From an optimization exercise on the open Yosys and OpenROAD flow, aimed at small area, a short achievable clock period and few clock cycles per item; shortcuts taken in it are not production practice.
Function was not checked in any run shown here: the RTL went through the layout flow alone.
Power and IR drop assume default switching activity.

### design/flow/flow/run.sh
#!/bin/bash
# The standard layout (standard.sh) with three changes:
#  - synthesis leaves full and half adders as plain logic for ABC (no adder
#    cells from ADDER_MAP_FILE),
#  - the final ABC mapping runs flow/abc.script when that file exists,
#  - every port is buffered by sky130_fd_sc_hd__buf_1.
# Each tool's output goes to the ORFS logs under orfs/logs; make's own output
# goes to standard.log here.
set -euo pipefail
here=$(pwd)
export ADDER_MAP_FILE=
export BUFFER_PORTS_ARGS="-buffer_cell sky130_fd_sc_hd__buf_1"
export FLOW_SYNTH_TCL="$here/synth_recipe.tcl"
if [[ -f "$here/flow/abc.script" ]]; then
  export MY_ABC_SCRIPT="$here/flow/abc.script"
  sed "s#SYNTH_SCRIPT=[^ ]*#SYNTH_SCRIPT=$here/flow/synth.tcl#" standard.sh > my_standard.sh
else
  cp standard.sh my_standard.sh
fi
bash my_standard.sh > standard.log 2>&1
### design/flow/flow/abc.script
strash
 dch
 map -B 0.5 -G 120
 topo
 stime -c
 buffer -c
 upsize -c
 dnsize -c
### design/flow/flow/synth.tcl
# The standard flow's synthesis script (synth_recipe.tcl, unchanged) with the final ABC
# mapping run on MY_ABC_SCRIPT instead of ORFS's abc_speed/abc_area script.
proc abc {args} {
  set i [lsearch -exact $args -script]
  if {$i >= 0} { lset args [expr {$i + 1}] $::env(MY_ABC_SCRIPT) }
  yosys abc {*}$args
}
source $::env(FLOW_SYNTH_TCL)
### design/flow/standard.sh
#!/bin/bash
# synth_recipe.tcl (not shown) runs the flow's synth.tcl, then flattens the netlist and writes it again
# the make line also repeats each setting of config.mk as NAME=value (left out here)
make -C /OpenROAD-flow-scripts/flow DESIGN_CONFIG=/design/flow/config.mk WORK_HOME=/design/flow/orfs CLKGATE_MAP_FILE= SYNTH_SCRIPT=/design/flow/synth_recipe.tcl "${@:-finish}"
### design/flow/config.mk
export PLATFORM = sky130hd
export DESIGN_NAME = cubroot_add_system
export DESIGN_NICKNAME = cubroot_add_system
export VERILOG_FILES = /design/flow/design.v
export SDC_FILE = /design/flow/constraint.sdc
export NUM_CORES = 4
export LEC_CHECK = 0
export CAP_MARGIN = 20
export CORE_AREA = 2 2 60 60
export CTS_BUF_LIST = sky130_fd_sc_hd__clkbuf_4
export DIE_AREA = 0 0 62 62
export SETUP_SLACK_MARGIN = 2.2
export SLEW_MARGIN = 20
### design/flow/constraint.sdc
create_clock -name core_clock -period 5.0 [get_ports {clk_i}]
set_input_delay 1.0000 -clock core_clock [delete_from_list [all_inputs] [get_ports {clk_i}]]
set_output_delay 1.0000 -clock core_clock [all_outputs]
set_load 0.01 [all_outputs]
### design/flow/design.v
module mult (
    input  [7:0]  x,
    input  [2:0]  c,
    output [15:0] y
);
    wire t1 = x[0] & x[2];
    wire t2 = x[1] & (x[0] | c[2]);
    wire t3 = x[0] & x[3];
    wire t4 = x[2] & ~x[1];
    wire t5 = x[0] & x[4];
    wire t6 = x[1] & x[3];
    wire t7 = x[1] & x[2];
    wire t8 = x[0] & x[5];
    wire t9 = x[1] & x[4];
    wire t10 = x[3] & ~x[2];
    wire t11 = x[0] & x[6];
    wire t12 = x[1] & x[5];
    wire t13 = x[2] & x[4];
    wire t14 = x[2] & x[3];
    wire t15 = x[0] & x[7];
    wire t16 = x[1] & x[6];
    wire t17 = x[2] & x[5];
    wire t18 = x[4] & ~x[3];
    wire t19 = x[1] & x[7];
    wire t20 = x[2] & x[6];
    wire t21 = x[3] & x[5];
    wire t22 = x[3] & x[4];
    wire t23 = x[2] & x[7];
    wire t24 = x[3] & x[6];
    wire t25 = x[5] & ~x[4];
    wire t26 = x[3] & x[7];
    wire t27 = x[4] & x[6];
    wire t28 = x[4] & x[5];
    wire t29 = x[4] & x[7];
    wire t30 = x[6] & ~x[5];
    wire t31 = x[5] & x[7];
    wire t32 = x[5] & x[6];
    wire t33 = x[7] & ~x[6];
    wire t34 = x[6] & x[7];
    wire t35 = t5 ^ t6;
    wire t36 = t5 & t6;
    wire t37 = t8 ^ t9;
    wire t38 = t37 ^ t10;
    wire t39 = t37 ? t10 : t8;
    wire t40 = t11 ^ t12;
    wire t41 = t40 ^ t13;
    wire t42 = t40 ? t13 : t11;
    wire t43 = t14 ^ t39;
    wire t44 = t14 & t39;
    wire t45 = t15 ^ t16;
    wire t46 = t45 ^ t17;
    wire t47 = t45 ? t17 : t15;
    wire t48 = t18 ^ t42;
    wire t49 = t48 ^ t46;
    wire t50 = t48 ? t46 : t18;
    wire t51 = t19 ^ t20;
    wire t52 = t51 ^ t21;
    wire t53 = t51 ? t21 : t19;
    wire t54 = t22 ^ t47;
    wire t55 = t54 ^ t52;
    wire t56 = t54 ? t52 : t22;
    wire t57 = t23 ^ t24;
    wire t58 = t57 ^ t25;
    wire t59 = t57 ? t25 : t23;
    wire t60 = t53 ^ t58;
    wire t61 = t53 & t58;
    wire t62 = t26 ^ t27;
    wire t63 = t62 ^ t28;
    wire t64 = t62 ? t28 : t26;
    wire t65 = t59 ^ t63;
    wire t66 = t59 & t63;
    wire t67 = t29 ^ t30;
    wire t68 = t67 ^ t64;
    wire t69 = t67 ? t64 : t29;
    wire t70 = t31 ^ t32;
    wire t71 = t31 & t32;
    wire t72 = t1 & t2;
    wire t73 = t3 & t4;
    wire t74 = t7 & t35;
    wire t75 = t36 & t38;
    wire t76 = t41 & t43;
    wire t77 = t44 & t49;
    wire t78 = t50 & t55;
    wire t79 = t56 & t60;
    wire t80 = t61 & t65;
    wire t81 = t66 & t68;
    wire t82 = t69 & t70;
    wire t83 = t33 & t71;
    wire t84 = t34 & 1'b0;
    wire t85 = t1 ^ t2;
    wire t86 = t3 ^ t4;
    wire t87 = t7 ^ t35;
    wire t88 = t36 ^ t38;
    wire t89 = t41 ^ t43;
    wire t90 = t44 ^ t49;
    wire t91 = t50 ^ t55;
    wire t92 = t56 ^ t60;
    wire t93 = t61 ^ t65;
    wire t94 = t66 ^ t68;
    wire t95 = t69 ^ t70;
    wire t96 = t33 ^ t71;
    wire t97 = t34 ^ 1'b0;
    wire t98 = t73 | (t86 & t72);
    wire t99 = t86 & t85;
    wire t100 = t75 | (t88 & t74);
    wire t101 = t88 & t87;
    wire t102 = t77 | (t90 & t76);
    wire t103 = t90 & t89;
    wire t104 = t79 | (t92 & t78);
    wire t105 = t92 & t91;
    wire t106 = t81 | (t94 & t80);
    wire t107 = t94 & t93;
    wire t108 = t83 | (t96 & t82);
    wire t109 = t96 & t95;
    wire t110 = t74 | (t87 & t98);
    wire t111 = t87 & t99;
    wire t112 = t100 | (t101 & t98);
    wire t113 = t101 & t99;
    wire t114 = t78 | (t91 & t102);
    wire t115 = t91 & t103;
    wire t116 = t104 | (t105 & t102);
    wire t117 = t105 & t103;
    wire t118 = t82 | (t95 & t106);
    wire t119 = t95 & t107;
    wire t120 = t108 | (t109 & t106);
    wire t121 = t109 & t107;
    wire t122 = t76 | (t89 & t112);
    wire t123 = t89 & t113;
    wire t124 = t102 | (t103 & t112);
    wire t125 = t103 & t113;
    wire t126 = t114 | (t115 & t112);
    wire t127 = t115 & t113;
    wire t128 = t116 | (t117 & t112);
    wire t129 = t117 & t113;
    wire t130 = t84 | (t97 & t120);
    wire t131 = t97 & t121;
    wire t132 = t80 | (t93 & t128);
    wire t133 = t93 & t129;
    wire t134 = t106 | (t107 & t128);
    wire t135 = t107 & t129;
    wire t136 = t118 | (t119 & t128);
    wire t137 = t119 & t129;
    wire t138 = t120 | (t121 & t128);
    wire t139 = t121 & t129;
    wire t140 = t130 | (t131 & t128);
    wire t141 = t131 & t129;
    wire t142 = t86 ^ t72;
    wire t143 = t87 ^ t98;
    wire t144 = t88 ^ t110;
    wire t145 = t89 ^ t112;
    wire t146 = t90 ^ t122;
    wire t147 = t91 ^ t124;
    wire t148 = t92 ^ t126;
    wire t149 = t93 ^ t128;
    wire t150 = t94 ^ t132;
    wire t151 = t95 ^ t134;
    wire t152 = t96 ^ t136;
    wire t153 = t97 ^ t138;
    wire [2:0] lo = {x[1] & ~x[0], 1'b0, x[0]} + c;
    assign y = {t153, t152, t151, t150, t149, t148, t147, t146, t145, t144, t143, t142, t85, lo};
endmodule
module cubroot (
    input  [7:0] x_bi,
    output [2:0] y_bo
);
    wire [7:0] x = x_bi;
    wire ge1   = |x;
    wire ge8   = |x[7:3];
    wire ge27  = |x[7:5] | (x[4] & x[3] & (x[2] | (x[1] & x[0])));
    wire ge64  = x[7] | x[6];
    wire ge125 = x[7] | (x[6] & x[5] & x[4] & x[3] & x[2] & (x[1] | x[0]));
    wire ge216 = x[7] & x[6] & (x[5] | (x[4] & x[3]));
    assign y_bo[2] = ge64;
    assign y_bo[1] = (ge8 & ~ge64) | ge216;
    assign y_bo[0] = (ge1 & ~ge8) | (ge27 & ~ge64) | (ge125 & ~ge216);
endmodule
module cubroot_add_system (
    input clk_i,
    input rst_i,
    input start_i,
    input [7:0] a_bi,
    input [7:0] b_bi,
    output busy_o,
    output reg [15:0] result
);
    wire        load = start_i & ~rst_i;
    wire [2:0]  cub_result;
    wire [15:0] sum;
    cubroot cub (.x_bi(b_bi), .y_bo(cub_result));
    mult square (.x(a_bi), .c(cub_result), .y(sum));
    always @(posedge clk_i) begin
        if (load)
            result <= sum;
    end
    assign busy_o = 1'b0;
endmodule
==> metrics.cfg, run 1 <==
[logic_synthesis]
async_flop_share_pct=0
syn_nets=279
synth_top_area_cell=edfxtp_1
synthesis.area_sq_um=1710
ys_ff_latch=16
syn_area_per_cell_sq_um=6.57
yosysUniqueCellTypes=32
yosysWarnings=1
ys.flop_type=edfxtp_1
yosysSeqAreaShare_pct=28.1
yosys-top-cells-count=nand2_1, inv_1, nor2_1
synth_top_area_share_pct=28.1
synth_area_leaders=edfxtp_1, nand2_1, inv_1, nor2_1, nand3_2
syn_inst=260
synthMostInstantiatedCell=nand2_1
synth_edf_count=16

[clocking]
clk_pin_slew_ns=0.08
htreeDepth=1
cts_buffers=3
cts_tree=done
cts_buffer_depth=2
clock_sinks=16
cts_root_buf=clkbuf_4

[floorplanning]
die_w_microns=62
die_area_sq_um=3840
die_y_microns=62
io_pins=36
start_util_pct=52.0
num_rows=21
coreArea_sq_um=3280

[worst_setup_path]
crit_arrival_ns=2.61
cp-end-kind=flop
cp.required_ns=5.03
crit_type=in2reg
cp-start-kind=primary input
worstPathMaxFanout=9

[timing]
tightest_slew_ns=0.695
maxSlewViolCount=0
fin_crit_ns=2.58
setup_viol_count_final=0
final.setup.tns_ns=0
timing.final.crit_share_pct=51.7
rsz0062_at_grt=yes
maxSlewHeadroom_pct=53.6
hold_viol=0
max_freq_ghz=0.387

[detailed_routing]
wl_per_cell_microns=9.92
num_vias=1612
totalWireLength_microns=3330
drtIter0Drc=37
antenna_left=0
drc=0
drtPass1Iterations=4
via_per_inst=4.80

[cells_and_area]
largest_reg_flops=16
seqCellArea_sq_um=480
final_design_area_no_fill_sq_um=1900
reg_top3=result (16)
area_growth_pct=11.4
top_register=result
nFillCells=346
multi_input_area_sq_um=1070
num-nets-final=310
final_util_pct=58.0
drive_above_1_share_pct=14.5
n_antenna_cell=0

[outcome]
status=timing/DRC/antenna clean

[grt]
antenna_found_initial=0
grt-ovfl-total=0
met1_usage_pct=27.7
grt_util_all_layers_pct=18.6
grt_start_max_net_pins=17
use_met3_pct=0.621
grt-busiest-layer=met2
met2_usage_pct=29.3
grt_pass1_vias=1301
grt_pass1_wl_microns=5480

[power]
p_comb_share_pct=41.5
power.internal_w=0.000254
power.share.sequential_pct=43.0
leakagePower_nw=0.957
switching_share_pct=35.8
ir_drop_mv=0.0681
p_per_area_nw_per_um2=208
p_sw_w=0.000142
pwr-share-clk_pct=15.5

[hold_path]
hold_class=in2reg

[placed_design]
gp_congestion=0.790
portBuffers=34
placed_area_sq_um=1820
dp_hpwl_microns=2720

[job]
cap_violations=0

[layer usage]
layer / part of all wire [%] / vias to the layer above
met5: 0 / -
met4: 0.72 / 0
met3: 3.3 / 2
met2: 44 / 27
met1: 52 / 675
li1: - / 908
[path summary, 6_finish.rpt]
| check | endpoint | depth (start not counted) | from |
|---|---|---|---|
| max | result[13] | 14 | a_bi[4] |
| min | result[7] | 2 | rst_i |
[metrics by stage]
stage          total power [W]  instances  setup WS [ns]  hold WS [ns]
2_1_floorplan         0.000302        260           2.42          1.33
3_3_place_gp          0.000331        331           1.79          1.44
3_5_place_dp          0.000331        331           1.84          1.44
4_1_cts               0.000393        335           2.20          1.16
5_1_grt               0.000431        336           2.20          1.19
6_report              0.000396        336           2.42          1.16
[critical path, stage by stage]
cell and delay (ns):
buf_2 0.22, nand2_4 0.08, inv_1 0.09, nand3_1 0.13, nand2_1 0.11, o21ai_1 0.10, nand4_1 0.15, nand2_2 0.10
o21ai_4 0.17, nand3_1 0.11, nand3_2 0.12, nand2_1 0.08, nand3b_1 0.09, nand2_1 0.05
[area by class of cell]
type | count | share of cell area, %
repair buffers | 35 | 8.28
clock buffers | 3 | 1.18
clock inverters | 1 | 0.197
inverters | 29 | 5.72
flip-flops and latches | 16 | 25.2
well taps | 46 | 3.02
multi-input cells | 206 | 56.4
[power by group through the flow]
stage                clock, W  sequential, W  combinational, W
floorplan                   0       0.000182          0.000121
global placement            0       0.000173          0.000157
detailed placement          0       0.000173          0.000158
CTS                 0.0000638       0.000170          0.000159
global route        0.0000684       0.000173          0.000190
finish              0.0000615       0.000170          0.000164
[logic make-up (layout without fill, tap and decap cells)]
logic type      Yosys count  count (layout)  share of synthesized area, %
compound gates           31              31                          10.9
xor+xnor                  9               9                          4.61
buf+inv                  38              68                          11.1
flops                    16              16                          28.1
other cells               1               1                         0.219
simple gates            165             165                          45.1
[cells in the final DEF, fill, tap and decap left out, types with 2 or more instances in the layout]
cell type   n
nand3_2     8
nand3_1    14
o21ai_1     3
clkbuf_4    8
nand3b_1    2
o21ai_0     8
nand2_2     6
nor2_2      3
nor2_1     21
nand2_1    96
nand4_1     6
edfxtp_1   16
nor4_1      2
buf_2       3
xor2_1      3
a21oi_1     8
xnor2_1     6
buf_1      26
nand4_2     3
a21boi_0    3
o21ai_2     3
inv_1      28
[timing repair]
action                                  4_1_cts  5_1_grt
hold buffers                                  0        0
endpoints found under the hold margin         0        0
endpoints found under the setup margin        5        6
pin swaps                                     0        1
buffers inserted                              0        1
resized for setup                             7       16
==> run 2, diff against run 1 <==
--- a/design/flow/design.v
+++ b/design/flow/design.v
@@ -38,65 +38,65 @@
     wire t33 = x[7] & ~x[6];
     wire t34 = x[6] & x[7];
-    wire t35 = t5 ^ t6;
-    wire t36 = t5 & t6;
-    wire t37 = t8 ^ t9;
-    wire t38 = t37 ^ t10;
-    wire t39 = t37 ? t10 : t8;
-    wire t40 = t11 ^ t12;
-    wire t41 = t40 ^ t13;
-    wire t42 = t40 ? t13 : t11;
-    wire t43 = t14 ^ t39;
-    wire t44 = t14 & t39;
-    wire t45 = t15 ^ t16;
-    wire t46 = t45 ^ t17;
-    wire t47 = t45 ? t17 : t15;
-    wire t48 = t18 ^ t42;
-    wire t49 = t48 ^ t46;
-    wire t50 = t48 ? t46 : t18;
-    wire t51 = t19 ^ t20;
-    wire t52 = t51 ^ t21;
-    wire t53 = t51 ? t21 : t19;
-    wire t54 = t22 ^ t47;
-    wire t55 = t54 ^ t52;
-    wire t56 = t54 ? t52 : t22;
-    wire t57 = t23 ^ t24;
-    wire t58 = t57 ^ t25;
-    wire t59 = t57 ? t25 : t23;
-    wire t60 = t53 ^ t58;
-    wire t61 = t53 & t58;
-    wire t62 = t26 ^ t27;
-    wire t63 = t62 ^ t28;
-    wire t64 = t62 ? t28 : t26;
-    wire t65 = t59 ^ t63;
-    wire t66 = t59 & t63;
+    wire t35 = t11 ^ t12;
+    wire t36 = t11 & t12;
+    wire t37 = t15 ^ t16;
+    wire t38 = t37 ^ t17;
+    wire t39 = t37 ? t17 : t15;
+    wire t40 = t19 ^ t20;
+    wire t41 = t40 ^ t21;
+    wire t42 = t40 ? t21 : t19;
+    wire t43 = t23 ^ t24;
+    wire t44 = t23 & t24;
+    wire t45 = t26 ^ t27;
+    wire t46 = t26 & t27;
+    wire t47 = t5 ^ t6;
+    wire t48 = t5 & t6;
+    wire t49 = t8 ^ t9;
+    wire t50 = t49 ^ t10;
+    wire t51 = t49 ? t10 : t8;
+    wire t52 = t35 ^ t13;
+    wire t53 = t52 ^ t14;
+    wire t54 = t52 ? t14 : t35;
+    wire t55 = t38 ^ t18;
+    wire t56 = t55 ^ t36;
+    wire t57 = t55 ? t36 : t38;
+    wire t58 = t41 ^ t22;
+    wire t59 = t58 ^ t39;
+    wire t60 = t58 ? t39 : t41;
+    wire t61 = t43 ^ t25;
+    wire t62 = t61 ^ t42;
+    wire t63 = t61 ? t42 : t43;
+    wire t64 = t45 ^ t28;
+    wire t65 = t64 ^ t44;
+    wire t66 = t64 ? t44 : t45;
     wire t67 = t29 ^ t30;
-    wire t68 = t67 ^ t64;
-    wire t69 = t67 ? t64 : t29;
+    wire t68 = t67 ^ t46;
+    wire t69 = t67 ? t46 : t29;
     wire t70 = t31 ^ t32;
     wire t71 = t31 & t32;
     wire t72 = t1 & t2;
     wire t73 = t3 & t4;
-    wire t74 = t7 & t35;
-    wire t75 = t36 & t38;
-    wire t76 = t41 & t43;
-    wire t77 = t44 & t49;
-    wire t78 = t50 & t55;
-    wire t79 = t56 & t60;
-    wire t80 = t61 & t65;
-    wire t81 = t66 & t68;
-    wire t82 = t69 & t70;
+    wire t74 = t47 & t7;
+    wire t75 = t50 & t48;
+    wire t76 = t53 & t51;
+    wire t77 = t56 & t54;
+    wire t78 = t59 & t57;
+    wire t79 = t62 & t60;
+    wire t80 = t65 & t63;
+    wire t81 = t68 & t66;
+    wire t82 = t70 & t69;
     wire t83 = t33 & t71;
     wire t84 = t34 & 1'b0;
     wire t85 = t1 ^ t2;
     wire t86 = t3 ^ t4;
-    wire t87 = t7 ^ t35;
-    wire t88 = t36 ^ t38;
-    wire t89 = t41 ^ t43;
-    wire t90 = t44 ^ t49;
-    wire t91 = t50 ^ t55;
-    wire t92 = t56 ^ t60;
-    wire t93 = t61 ^ t65;
-    wire t94 = t66 ^ t68;
-    wire t95 = t69 ^ t70;
+    wire t87 = t47 ^ t7;
+    wire t88 = t50 ^ t48;
+    wire t89 = t53 ^ t51;
+    wire t90 = t56 ^ t54;
+    wire t91 = t59 ^ t57;
+    wire t92 = t62 ^ t60;
+    wire t93 = t65 ^ t63;
+    wire t94 = t68 ^ t66;
+    wire t95 = t70 ^ t69;
     wire t96 = t33 ^ t71;
     wire t97 = t34 ^ 1'b0;
--- a/design/flow/config.mk
+++ b/design/flow/config.mk
@@ -6,8 +6,8 @@
 export NUM_CORES = 4
 export LEC_CHECK = 0
+export ABC_AREA = 1
 export CAP_MARGIN = 20
-export CORE_AREA = 2 2 60 60
-export CTS_BUF_LIST = sky130_fd_sc_hd__clkbuf_4
-export DIE_AREA = 0 0 62 62
+export CORE_MARGIN = 2
+export CORE_UTILIZATION = 40
 export SETUP_SLACK_MARGIN = 2.2
 export SLEW_MARGIN = 20
removed: design/flow/flow/abc.script
==> metrics.cfg, run 2 <==
[placed_design]
portBuffers=34
gp_congestion=0.836
dp_hpwl_microns=2810

[logic_synthesis]
synth_top_area_share_pct=28.7
ys_ff_latch=16
ys.flop_type=edfxtp_1
synthMostInstantiatedCell=nand2_1
yosys-top-cells-count=nand2_1, inv_1, nand3_1
synthesis.area_sq_um=1670
syn_nets=282
synth_top_area_cell=edfxtp_1
synth_edf_count=16
yosysSeqAreaShare_pct=28.7
async_flop_share_pct=0
yosysWarnings=1
yosysUniqueCellTypes=28
synth_area_leaders=edfxtp_1, nand2_1, inv_1, nand3_1, xor2_1
syn_area_per_cell_sq_um=6.36
syn_inst=263

[floorplanning]
io_pins=36
start_util_pct=41.8
die_w_microns=68.7
num_rows=23
die_y_microns=68.7
coreArea_sq_um=4000
die_area_sq_um=4720

[detailed_routing]
drtPass1Iterations=4
num_vias=1679
via_per_inst=4.85
drc=0
wl_per_cell_microns=10.1
totalWireLength_microns=3490
drtIter0Drc=66
antenna_left=0

[grt]
grt-ovfl-total=0
grt_util_all_layers_pct=17.0
grt_pass1_vias=1482
use_met3_pct=1.95
grt-busiest-layer=met2
met1_usage_pct=22.8
grt_start_max_net_pins=17
antenna_found_initial=0
grt_pass1_wl_microns=6060
met2_usage_pct=27.3

[clocking]
clock_sinks=16
htreeDepth=1
cts_buffer_depth=2
cts_tree=done
cts_buffers=3
clk_pin_slew_ns=0.06
cts_root_buf=clkbuf_8

[cells_and_area]
largest_reg_flops=16
nFillCells=404
n_antenna_cell=0
final_cell_mix=nand2_1, inv_1, buf_1
final_util_pct=48.5
top_register=result
layout_commonest_cell=nand2_1
num-nets-final=316
reg_top3=result (16)
drive_above_1_share_pct=16.6
area_growth_pct=16.0

[worst_setup_path]
worstPathMaxFanout=8
cp_slowest_cell=clkbuf_2
crit_top_cell=nand3_1
crit_type=in2reg
critPathBufInv=2
cp-end-kind=flop
cp.required_ns=5.01
crit_chain=clkbuf_2 > inv_1 > nor2_1 > nand3_1 > nand2_1 > nand2_1 > nand3_1 > nand2_2 > nor2_1 > nand3_1 > nand3_4 > nand2_2 > nand3_1 > nand2_1
slowest_delay_ns=0.18
critical_path.top_delay_family=simple AND/OR/NAND/NOR gates
cp-start-kind=primary input
crit_arrival_ns=2.65

[hold_path]
hold_class=in2reg

[timing]
final.setup.tns_ns=0
maxSlewViolCount=0
whs_ns=1.17
rsz0062_at_grt=no
max_freq_ghz=0.380
fin_crit_ns=2.63
setup_viol_count_final=0
hold_viol=0
timing.final.crit_share_pct=52.6

[outcome]
status=timing/DRC/antenna clean

[power]
leakagePower_nw=0.991
p_per_area_nw_per_um2=233
ir_drop_mv=0.0830

[job]
cap_violations=0

## run 2: cells by family (layout without fill, tap and decap cells)
family          count (synthesis)  count (layout)  share of synthesized area, %
compound gates                 24              24                          8.98
other cells                     1               1                         0.224
xor+xnor                       12              12                          6.28
flops                          16              16                          28.7
buf+inv                        45              78                          11.5
simple gates                  165             165                          44.3
## run 2: path summary, 6_finish.rpt
check	start	endpoint	slack, ns	depth (start not counted)
worst max-delay path	a_bi[4]	result[12]	2.37	14
worst min-delay path	a_bi[0]	result[3]	1.17	3
## run 2: per-stage QoR
stage	instances	worst slack, ns	total power [W]	cell area, sq um
floorplan	263	2.38	0.000309	1670
global placement	342	1.84	0.000343	1820
detailed placement	342	1.84	0.000344	1820
CTS	346	2.21	0.000447	1880
global route	346	2.16	0.000492	1940
finish	346	2.37	0.000452	1940
## run 2: area by class of cell
cell class | count | area (sq um) | share of cell area (%)
inverters | 39 | 146 | 7.54
well taps | 50 | 62.6 | 3.22
repair buffers | 35 | 153 | 7.87
flip-flops and latches | 16 | 480 | 24.8
clock buffers | 3 | 41.3 | 2.13
multi-input cells | 202 | 1050 | 54.3
clock inverters | 1 | 3.75 | 0.193
## run 2: routing by layer
layer / up-vias / share of wire (%)
met4: 0 / 2.1
met1: 723 / 48
met2: 37 / 45
met5: - / 0
li1: 914 / -
met3: 5 / 4.4
## run 2: report_power, final
| part | internal, W | switching (W) |
|---|---|---|
| registers | 0.000169 | 0.00000313 |
| logic | 0.0000631 | 0.000116 |
| clock network | 0.0000547 | 0.0000462 |
| total | 0.000287 | 0.000165 |
## run 2: what timing repair did
action / 4_1_cts / 5_1_grt
setup buffers: 0 / 0
cloned: 0 / 0
hold buffers: 0 / 0
gates resized for setup: 4 / 22
endpoints found under the setup margin: 3 / 6
==> run 3, diff against run 2 <==
==> design/flow/flow/run.sh (replaced) <==
#!/bin/bash
# The standard layout, with every port buffered by sky130_fd_sc_hd__buf_1.
set -euo pipefail
export BUFFER_PORTS_ARGS="-buffer_cell sky130_fd_sc_hd__buf_1"
bash standard.sh > standard.log 2>&1
--- a/design/flow/config.mk
+++ b/design/flow/config.mk
@@ -6,8 +6,7 @@
 export NUM_CORES = 4
 export LEC_CHECK = 0
-export ABC_AREA = 1
 export CAP_MARGIN = 20
 export CORE_MARGIN = 2
 export CORE_UTILIZATION = 40
-export SETUP_SLACK_MARGIN = 2.2
+export SETUP_SLACK_MARGIN = 1.5
 export SLEW_MARGIN = 20
removed: design/flow/flow/synth.tcl
==> metrics.cfg, run 3 <==
[outcome]
status=timing/DRC/antenna clean

[grt]
grt_pass1_vias=1186
grt-ovfl-total=0
grt_start_max_net_pins=17
grt_util_all_layers_pct=12.8
grt_pass1_wl_microns=5220
antenna_found_initial=0

[clocking]
clock_sinks=16
hold_buffers=0
htreeDepth=1
cts_tree=done
cts_buffer_depth=2
clk_pin_slew_ns=0.06
cts_buffers=3
cts_root_buf=clkbuf_8

[hold_path]
holdPathStages=2
hold_start=a_bi[0]
hold_class=in2reg
min_to=result[0]

[logic_synthesis]
synth_top_area_cell=edfxtp_1
syn_nets=225
synth_top_area_share_pct=27.6
ys.flop_type=edfxtp_1
syn_inst=184
synthesis.area_sq_um=1740
synthMostInstantiatedCell=xnor2_1
syn_area_per_cell_sq_um=9.46
synth_edf_count=16
synth_area_leaders=edfxtp_1, ha_1, xnor2_1, and2_1, fa_1
yosysUniqueCellTypes=49
ys_ff_latch=16
async_flop_share_pct=0
yosys-top-cells-count=xnor2_1, ha_1, edfxtp_1
yosysWarnings=1
yosysSeqAreaShare_pct=27.6

[timing]
rsz0062_at_grt=no
timing.final.crit_share_pct=66.6
setup_viol_count_final=0
maxSlewViolCount=0
hold_viol=0
max_freq_ghz=0.300
final.setup.tns_ns=0
fin_crit_ns=3.33

[floorplanning]
die_y_microns=70.0
start_util_pct=42.6
die_w_microns=70.0
io_pins=36
die_area_sq_um=4890
num_rows=23
coreArea_sq_um=4090

[worst_setup_path]
crit_chain=buf_2 > and2_2 > ha_1 > o21ai_0 > a21boi_0 > ha_1 > o211ai_1 > o21ai_2 > a31oi_1 > fa_1 > xnor2_1
crit_top_cell=ha_1
cp-start-kind=primary input
crit_arrival_ns=3.33
slowest_delay_ns=0.40
worstPathMaxFanout=13
critPathBufInv=1
crit_type=in2reg
critical_path.top_delay_family=adder cells
cp_slowest_cell=fa_1
cp-end-kind=flop
cp.required_ns=5.00

[placed_design]
gp_congestion=0.825
portBuffers=34
placed_area_sq_um=1910
dp_hpwl_microns=2610

[cells_and_area]
final_design_area_no_fill_sq_um=1970
layout_commonest_cell=buf_1
nFillCells=402
reg_top3=result (16)
area_growth_pct=13.3
final_cell_mix=buf_1, xnor2_1, ha_1
n_antenna_cell=0
top_register=result
drive_above_1_share_pct=11.0
num-nets-final=260
largest_reg_flops=16

[power]
leakagePower_nw=0.775
p_per_area_nw_per_um2=240
ir_drop_mv=0.0851

[detailed_routing]
wl_per_cell_microns=12.0
maxUsedRoutingLayer=met4
via_per_inst=5.13
drc=0
drt-met1-wl_microns=1620
drtIter0Drc=42
num_vias=1375
wl_met3_microns=93
totalWireLength_microns=3220
wl_met2_microns=1470
antenna_left=0
drtPass1Iterations=4

[job]
cap_violations=0

run 3: worst max-delay path by stage:
stage | slack (ns) | cells past startpoint | start | end
finish | 1.67 | 11 | a_bi[5] | result[12]
global placement | 1.25 | 11 | a_bi[5] | result[12]
floorplan | 1.54 | 11 | a_bi[5] | result[12]
CTS | 1.50 | 11 | a_bi[6] | result[12]
global route | 1.51 | 11 | a_bi[6] | result[12]
detailed placement | 1.16 | 11 | a_bi[5] | result[12]
run 3: stage by stage:
stage / power (W) / worst slack [ns] / utilization, % / cells / hold slack (ns)
finish: 0.000473 / 1.67 / 48.3 / 268 / 1.22
global route: 0.000508 / 1.51 / 48.3 / 268 / 1.23
CTS: 0.000475 / 1.50 / 47.9 / 267 / 1.21
detailed placement: 0.000376 / 1.16 / 46.7 / 263 / 1.44
global placement: 0.000374 / 1.25 / 46.7 / 263 / 1.44
floorplan: 0.000331 / 1.54 / - / 184 / 1.21
run 3: cells by family after synthesis:
group / count (synthesis) / synth area share, %
XOR/XNOR: 25 / 12.6
adder cells (fa/ha/maj): 27 / 20.6
AND/OR/NAND/NOR: 52 / 16.8
AO/OA/AOI/OAI: 41 / 16.6
other: 1 / 0.215
multiplexers: 1 / 0.647
buffers and inverters: 21 / 4.96
flip-flops: 16 / 27.6
run 3: routing by layer:
| metal | vias up | global-route usage, % |
|---|---|---|
| li1 | 721 | - |
| met1 | 626 | 18.4 |
| met2 | 26 | 20.3 |
| met3 | 2 | 0.433 |
| met4 | 0 | 5.13 |
| met5 | - | 0 |
run 3: final cells by class:
| type | count | area (sq um) | area share (%) |
|---|---|---|---|
| Inverter | 15 | 56.3 | 2.86 |
| Timing Repair Buffer | 36 | 150 | 7.61 |
| Tap cell | 50 | 62.6 | 3.17 |
| Clock buffer | 3 | 41.3 | 2.09 |
| Clock inverter | 1 | 3.75 | 0.190 |
| Multi-Input combinational cell | 147 | 1180 | 59.7 |
| Sequential cell | 16 | 480 | 24.4 |
run 3: what timing repair did:
action	CTS	global route
endpoints found under the setup margin	2	2
pin swaps	0	1
buffers inserted	0	1
gates resized for setup	4	3
run 3: power breakdown:
| group | switching [W] | internal [W] | leakage (nW) | total [W] |
|---|---|---|---|---|
| Sequential | 0.00000346 | 0.000174 | 0.149 | 0.000178 |
| Combinational | 0.000112 | 0.0000863 | 0.603 | 0.000198 |
| Clock | 0.0000426 | 0.0000544 | 0.0231 | 0.0000970 |
| Total | 0.000158 | 0.000315 | 0.775 | 0.000473 |

re-timing with driven ports:
The results above use ideal ports. As a check the final layouts listed here were re-extracted and re-timed, cells and wires unchanged.
Step 1, drivers: a clkbuf_16 drives clk_i and a buf_2 each remaining input, both assumed.
Step 2 also shifts input and output timing later by t, the mid clock arrival at the registers, as if the neighbouring blocks saw the same clock.
Three values: ideal ports, drivers, drivers and shift; two values: the first two.
run | shift t [ns] | setup slack, ns | hold WS [ns] | pins driven straight from the clock port
run 1 | 0.286 | 2.415 / 2.414 / 2.128 | 1.155 / 1.162 / 1.448 | 1
run 2 | 0.281 | 2.368 / 2.366 / 2.086 | 1.170 / 1.169 / 1.449 | 1
run 3 | 0.269 | 1.668 / 1.673 / 1.405 | 1.223 / 1.223 / 1.454 | 1
After both steps every run listed still meets setup and hold. The setup slack of run 1, which loses most, moves by -0.001 ns with the drivers and by -0.287 ns with both steps.
